Background: an optimization exercise with open tools, aiming at small area, a short achievable clock period and few clock cycles. Do not read the settings as production practice.
The RTL was checked by simulation tests, not by an equivalence proof against the original design.

==> branch tundra: inputs <==
==> flow/design.v <==
module JAM (
    input CLK,
    input RST,
    output [2:0] W,
    output [2:0] J,
    input [6:0] Cost,
    output [3:0] MatchCount,
    output [9:0] MinCost,
    output Valid
);
    localparam [2:0] P1 = 3'd0, P2 = 3'd1, GAP = 3'd2, GAP2 = 3'd5, GAP3 = 3'd6, DFS = 3'd3, FIN = 3'd7, DONE = 3'd4;
    reg [2:0]  ph;
    reg [5:0]  t;           
    reg [5:0]  tq;          
    reg        qp;          
    reg        qv;          
    reg [6:0]  Creg;        
    reg        pend;        
    reg [6:0]  u [0:7];
    reg [6:0]  v [0:7];
    reg [7:0]  tb;          
    reg [63:0] tm;          
    reg [9:0]  lb0;         
    reg [9:0]  lb [1:6];    
    reg [10:0] S;           
    reg [10:0] A;           
    reg [6:0]  V;           
    reg [9:0]  best;
    reg [3:0]  cnt;
    reg [2:0]  js [0:6];    
    reg [2:0]  nj [0:6];    
    reg [6:0]  nr;          
    reg [6:0]  lastf;       
    reg [2:0]  PL;          
    reg        PLv;         
    reg [7:0]  used;
    reg        jv;          
    reg        rd;          
    reg        upd;         
    reg [3:0]  pc;          
    assign Valid = (ph == DONE);
    assign MinCost = best;
    assign MatchCount = cnt;
    wire [2:0] hi = t[5:3];
    wire [2:0] lo = t[2:0];
    assign W = (ph == P2) ? lo : hi;
    assign J = (ph == P2) ? hi : lo;
    integer i, a, b;
    function [2:0] lowest;
        input [7:0] m;
        begin
            casez (m)
                8'b???????1: lowest = 3'd0;
                8'b??????10: lowest = 3'd1;
                8'b?????100: lowest = 3'd2;
                8'b????1000: lowest = 3'd3;
                8'b???10000: lowest = 3'd4;
                8'b??100000: lowest = 3'd5;
                8'b?1000000: lowest = 3'd6;
                default:     lowest = 3'd7;
            endcase
        end
    endfunction
    wire       indfs = (ph == DFS);
    wire [2:0] k = hi;
    wire [2:0] j = lo;
    wire [2:0] kp1 = k + 3'd1;
    wire [2:0] qhi = tq[5:3];
    wire [2:0] qlo = tq[2:0];
    wire [6:0] udn = u[indfs ? kp1 : lo];            
    wire       qfirst = (qlo == 3'd0);
    wire       qlast  = (qlo == 3'd7);
    wire       vlt = qfirst || Creg < V;
    wire       veq = !qfirst && Creg == V;
    wire [6:0] vmin = vlt ? Creg : V;
    wire [7:0] qbit = 8'd1 << qlo;
    wire [7:0] tbn = vlt ? qbit : veq ? (tb | qbit) : tb;
    wire       leaf = (k == 3'd7);
    wire [7:0] jbit = 8'd1 << j;
    wire [7:0] above = 8'hfe << j;
    wire [7:0] Tk  = tm[{k, 3'd0} +: 8];
    wire [7:0] Tk1 = tm[{kp1, 3'd0} +: 8];
    wire       sok = !S[10];
    wire [7:0] r7 = {1'b0, A[6:0]} + {1'b0, V};
    wire       rbig = (A[10:7] != 4'd0) || r7[7];
    wire       le = sok && (rbig || Cost <= r7[6:0]);
    wire       eq = sok && !rbig && (Cost == r7[6:0]);
    wire [10:0] sgd = A + {4'd0, V} - {4'd0, Cost};    
    wire [10:0] adn = sgd + {4'd0, udn};                
    wire       nzk = sok && (S != 11'd0);
    wire [7:0] m0 = Tk & ~used & above & {8{sok}};
    wire [7:0] m1a = ~Tk & ~used & {8{nzk}};
    wire [7:0] m1b = m1a & above;
    wire       st_v = jv && (rd ? (m1b != 8'd0) : (m0 != 8'd0 || m1a != 8'd0));
    wire [2:0] st_j = rd ? lowest(m1b) : (m0 != 8'd0) ? lowest(m0) : lowest(m1a);
    wire       st_r = rd || (m0 == 8'd0);
    wire [7:0] usedn = used | jbit;
    wire [7:0] d0 = Tk1 & ~usedn;
    wire       d0v = (d0 != 8'd0);
    wire [2:0] dn_j = d0v ? lowest(d0) : lowest(~usedn);
    wire       bulk = (k == 3'd3) && eq;
    wire       desc = jv && !leaf && le && !(eq && (!d0v || k == 3'd3));
    wire       better = jv && leaf && le && !eq;
    reg  [1:0] rk [0:7];    
    reg  [3:0] M [0:3];     
    reg  [4:0] p4;
    integer c, r, s0, s1, s2;
    always @(*) begin
        rk[0] = 2'd0;
        for (c = 1; c < 8; c = c + 1) rk[c] = rk[c-1] + {1'b0, ~usedn[c-1]};
        for (r = 0; r < 4; r = r + 1) begin
            M[r] = 4'd0;
            for (c = 0; c < 8; c = c + 1)
                if (!usedn[c] && tm[8*(4+r) + c]) M[r] = M[r] | (4'd1 << rk[c]);
        end
        p4 = 5'd0;
        for (s0 = 0; s0 < 4; s0 = s0 + 1)
            for (s1 = 0; s1 < 4; s1 = s1 + 1)
                for (s2 = 0; s2 < 4; s2 = s2 + 1)
                    if (s0 != s1 && s0 != s2 && s1 != s2)
                        p4 = p4 + {4'd0, M[0][s0] & M[1][s1] & M[2][s2] & M[3][6 - s0 - s1 - s2]};
    end
    wire [7:0] openl = {1'b0, ~lastf} & ~(8'hff << PL);    
    reg  [2:0] pl2;
    always @(*) begin
        pl2 = 3'd0;
        for (a = 0; a < 7; a = a + 1) if (openl[a]) pl2 = a;
    end
    reg  [7:0] freed;       
    always @(*) begin
        freed = 8'd0;
        for (b = 0; b < 7; b = b + 1)
            if (b >= PL && b < k) freed = freed | (8'd1 << js[b]);
    end
    wire [2:0] pj = nj[PL];
    wire [9:0] lbp = (PL == 3'd0) ? lb0 : lb[PL];
    wire [10:0] sp = {1'b0, best} - {1'b0, lbp};
    wire [10:0] ap = sp + {4'd0, u[PL]};
    wire [2:0] fj = (tm[7:0] != 8'd0) ? lowest(tm[7:0]) : 3'd0;
    wire [2:0] vs = indfs ? (st_v ? st_j : pj) : fj;
    wire [6:0] vstay = v[vs];
    wire [6:0] vdown = v[dn_j];
    always @(posedge CLK or posedge RST) begin
        if (RST) begin
            ph <= P1;
            t <= 6'd0;
            qv <= 1'b0;
        end else begin
            qv <= (ph == P1) || (ph == P2);
            case (ph)
                P1: begin
                    t <= t + 6'd1;
                    if (t == 6'd63) ph <= P2;
                end
                P2: begin
                    t <= t + 6'd1;
                    if (t == 6'd63) ph <= GAP;
                end
                GAP: ph <= GAP2;
                GAP2: ph <= GAP3;
                FIN: ph <= DONE;
                GAP3: begin
                    ph <= DFS;
                    t <= {3'd0, fj};
                end
                DFS: begin
                    if (upd || better) ;
                    else if (desc) t <= {kp1, dn_j};
                    else if (st_v) t <= {k, st_j};
                    else if (!PLv) ph <= FIN;
                    else t <= {PL, pj};
                end
                default: ;
            endcase
        end
    end
    always @(posedge CLK) begin
        Creg <= (ph == P2) ? Cost - udn : Cost;
        tq <= t;
        qp <= (ph != P1);
        pend <= qv && qlast;
        if (pend) lb0 <= lb0 + {3'd0, V};
        if (qv) begin
            V <= vmin;
            if (!qp) begin
                if (qlast) u[qhi] <= vmin;
                if (tq == 6'd0) lb0 <= 10'd0;
            end else begin
                tb <= tbn;
                if (qlast) begin
                    v[qhi] <= vmin;
                    for (i = 0; i < 8; i = i + 1) tm[8*i + qhi] <= tbn[i];
                end
            end
        end
        case (ph)
            GAP3: begin
                best <= 10'h3ff;
                S <= {1'b0, ~lb0};
                A <= {1'b0, ~lb0} + {4'd0, u[0]};
                V <= vstay;
                cnt <= 4'd0;
                used <= 8'd0;
                jv <= 1'b1;
                upd <= 1'b0;
                pc <= 4'd0;
                PLv <= 1'b0;
                rd <= (tm[7:0] == 8'd0);
            end
            DFS: begin
                if (k != 3'd0 && k != 3'd7) lb[k] <= best - S[9:0];
                pc <= (jv && bulk) ? p4[3:0] : 4'd0;
                if (upd) begin
                    best <= best - S[9:0];
                    cnt <= 4'd1;
                    upd <= 1'b0;
                end else if (better) begin
                    S <= sgd;
                    jv <= 1'b0;
                    upd <= 1'b1;
                end else begin
                    cnt <= cnt + pc + {3'd0, jv && leaf && eq};
                    if (desc) begin
                        S <= sgd;
                        A <= adn;
                        V <= vdown;
                        js[k] <= j;
                        nj[k] <= st_j;
                        nr[k] <= st_r;
                        lastf[k] <= !st_v;
                        if (st_v) begin
                            PL <= k;
                            PLv <= 1'b1;
                        end
                        used <= usedn;
                        rd <= !d0v;
                        jv <= 1'b1;
                    end else if (st_v) begin
                        V <= vstay;
                        rd <= st_r;
                        jv <= 1'b1;
                    end else begin
                        S <= sp;
                        A <= ap;
                        V <= vstay;
                        used <= used & ~freed;
                        rd <= nr[PL];
                        jv <= 1'b1;
                        PL <= pl2;
                        PLv <= (openl != 8'd0);
                    end
                end
            end
            FIN: cnt <= cnt + pc;
            default: ;
        endcase
    end
endmodule
==> flow/run.sh <==
#!/bin/bash
# synth_recipe.tcl (not shown) runs the flow's synth.tcl, then flattens the netlist and writes it again
# the make line also repeats each setting of config.mk as NAME=value (left out here)
make -C /OpenROAD-flow-scripts/flow DESIGN_CONFIG=/design/flow/config.mk WORK_HOME=/design/flow/orfs CLKGATE_MAP_FILE= SYNTH_SCRIPT=/design/flow/synth_recipe.tcl finish
==> flow/config.mk <==
export PLATFORM = sky130hd
export DESIGN_NAME = JAM
export DESIGN_NICKNAME = JAM
export VERILOG_FILES = /design/flow/design.v
export SDC_FILE = /design/flow/constraint.sdc
export NUM_CORES = 4
export LEC_CHECK = 0
export CAP_MARGIN = 20
export CORE_MARGIN = 2
export CORE_UTILIZATION = 40
export PLACE_DENSITY = 0.6
export SLEW_MARGIN = 20
==> flow/constraint.sdc <==
create_clock -name core_clock -period 4.5 [get_ports {CLK}]
set_input_delay 0.9000 -clock core_clock [delete_from_list [all_inputs] [get_ports {CLK}]]
set_output_delay 0.9000 -clock core_clock [all_outputs]
set_load 0.01 [all_outputs]
==> branch garnet (differences from branch tundra) <==
--- a/flow/design.v
+++ b/flow/design.v
@@ -8,7 +8,7 @@
     output [9:0] MinCost,
     output Valid
 );
-    localparam [2:0] P1 = 3'd0, P2 = 3'd1, GAP = 3'd2, GAP2 = 3'd5, GAP3 = 3'd6, DFS = 3'd3, FIN = 3'd7, DONE = 3'd4;
+    localparam [2:0] P1 = 3'd0, P2 = 3'd1, GAP = 3'd2, GAP2 = 3'd5, GAP3 = 3'd6, DFS = 3'd3, DONE = 3'd4;
     reg [2:0]  ph;
     reg [5:0]  t;           
     reg [5:0]  tq;          
@@ -37,7 +37,6 @@
     reg        jv;          
     reg        rd;          
     reg        upd;         
-    reg [3:0]  pc;          
     assign Valid = (ph == DONE);
     assign MinCost = best;
     assign MatchCount = cnt;
@@ -98,28 +97,8 @@
     wire [7:0] d0 = Tk1 & ~usedn;
     wire       d0v = (d0 != 8'd0);
     wire [2:0] dn_j = d0v ? lowest(d0) : lowest(~usedn);
-    wire       bulk = (k == 3'd3) && eq;
-    wire       desc = jv && !leaf && le && !(eq && (!d0v || k == 3'd3));
+    wire       desc = jv && !leaf && le && !(eq && !d0v);
     wire       better = jv && leaf && le && !eq;
-    reg  [1:0] rk [0:7];    
-    reg  [3:0] M [0:3];     
-    reg  [4:0] p4;
-    integer c, r, s0, s1, s2;
-    always @(*) begin
-        rk[0] = 2'd0;
-        for (c = 1; c < 8; c = c + 1) rk[c] = rk[c-1] + {1'b0, ~usedn[c-1]};
-        for (r = 0; r < 4; r = r + 1) begin
-            M[r] = 4'd0;
-            for (c = 0; c < 8; c = c + 1)
-                if (!usedn[c] && tm[8*(4+r) + c]) M[r] = M[r] | (4'd1 << rk[c]);
-        end
-        p4 = 5'd0;
-        for (s0 = 0; s0 < 4; s0 = s0 + 1)
-            for (s1 = 0; s1 < 4; s1 = s1 + 1)
-                for (s2 = 0; s2 < 4; s2 = s2 + 1)
-                    if (s0 != s1 && s0 != s2 && s1 != s2)
-                        p4 = p4 + {4'd0, M[0][s0] & M[1][s1] & M[2][s2] & M[3][6 - s0 - s1 - s2]};
-    end
     wire [7:0] openl = {1'b0, ~lastf} & ~(8'hff << PL);    
     reg  [2:0] pl2;
     always @(*) begin
@@ -158,7 +137,6 @@
                 end
                 GAP: ph <= GAP2;
                 GAP2: ph <= GAP3;
-                FIN: ph <= DONE;
                 GAP3: begin
                     ph <= DFS;
                     t <= {3'd0, fj};
@@ -167,7 +145,7 @@
                     if (upd || better) ;
                     else if (desc) t <= {kp1, dn_j};
                     else if (st_v) t <= {k, st_j};
-                    else if (!PLv) ph <= FIN;
+                    else if (!PLv) ph <= DONE;
                     else t <= {PL, pj};
                 end
                 default: ;
@@ -203,13 +181,11 @@
                 used <= 8'd0;
                 jv <= 1'b1;
                 upd <= 1'b0;
-                pc <= 4'd0;
                 PLv <= 1'b0;
                 rd <= (tm[7:0] == 8'd0);
             end
             DFS: begin
                 if (k != 3'd0 && k != 3'd7) lb[k] <= best - S[9:0];
-                pc <= (jv && bulk) ? p4[3:0] : 4'd0;
                 if (upd) begin
                     best <= best - S[9:0];
                     cnt <= 4'd1;
@@ -219,7 +195,7 @@
                     jv <= 1'b0;
                     upd <= 1'b1;
                 end else begin
-                    cnt <= cnt + pc + {3'd0, jv && leaf && eq};
+                    if (jv && leaf && eq) cnt <= cnt + 4'd1;
                     if (desc) begin
                         S <= sgd;
                         A <= adn;
@@ -251,7 +227,6 @@
                     end
                 end
             end
-            FIN: cnt <= cnt + pc;
             default: ;
         endcase
     end
--- a/flow/config.mk
+++ b/flow/config.mk
@@ -5,8 +5,10 @@
 export SDC_FILE = /design/flow/constraint.sdc
 export NUM_CORES = 4
 export LEC_CHECK = 0
+export ABC_CLOCK_PERIOD_IN_PS = 3500
 export CAP_MARGIN = 20
 export CORE_MARGIN = 2
 export CORE_UTILIZATION = 40
 export PLACE_DENSITY = 0.6
+export SETUP_SLACK_MARGIN = 1.0
 export SLEW_MARGIN = 20
==> summary of the runs <==
Branch garnet passed the timing, DRC and antenna checks. Branch tundra completed, yet does not pass: setup timing. In branch garnet the global-route usage is lower than in branch tundra, by 2.1 points. In branch garnet the design area is smaller than in branch tundra, by 5.8%. Between branch garnet and branch tundra, the lower synthesized area is in branch garnet (gap about 10%, measured against branch tundra). Of branch garnet and branch tundra, branch tundra has the higher critical path depth (gap 8). Against branch tundra, the clock skew of branch garnet is higher by 0.014 ns. Of branch tundra and branch garnet, branch tundra has the higher first-iteration DRC count (gap about 40%, measured against branch garnet). Of branch tundra and branch garnet, branch tundra has the higher clock-buffer cell count (gap 11). Via count: branch tundra is higher than branch garnet (19%).
Testbench counts of branch tundra, summed over its fixed seeds: cycles 10,483.
Testbench counts of branch garnet, summed over its fixed seeds: cycles 14,735.

## afterwards: timing with drivers on the ports
The flow's constraints put no driver on any port. The routed layouts listed below were extracted and timed again, unchanged, in two steps.
Step 1 assumes that a clkbuf_16 drives the clock port and a buf_2 every other input.
Step 2 moves the port delays by t, midway between the first and last clock arrival at a register: inputs arrive t later, outputs are due t later. That takes back most of the time a late clock gives input paths.
Three values: ideal ports, drivers, drivers and shift; two values: the first two.
run | t, ns | setup slack, ns | slew at the worst register clock pin (ns) | worst data-port slew with drivers (ns)
branch tundra | 0.661 | -2.458 / -2.458 / -2.458 | 0.07 / 0.07 | 0.07
branch garnet | 0.648 | 0.324 / 0.324 / -0.100 | 0.07 / 0.07 | 0.04
With both steps, setup timing fails in branch garnet, where it was met with ideal ports. The setup slack of branch garnet, which loses most, moves by 0.000 ns with the drivers and by -0.424 ns with both steps.
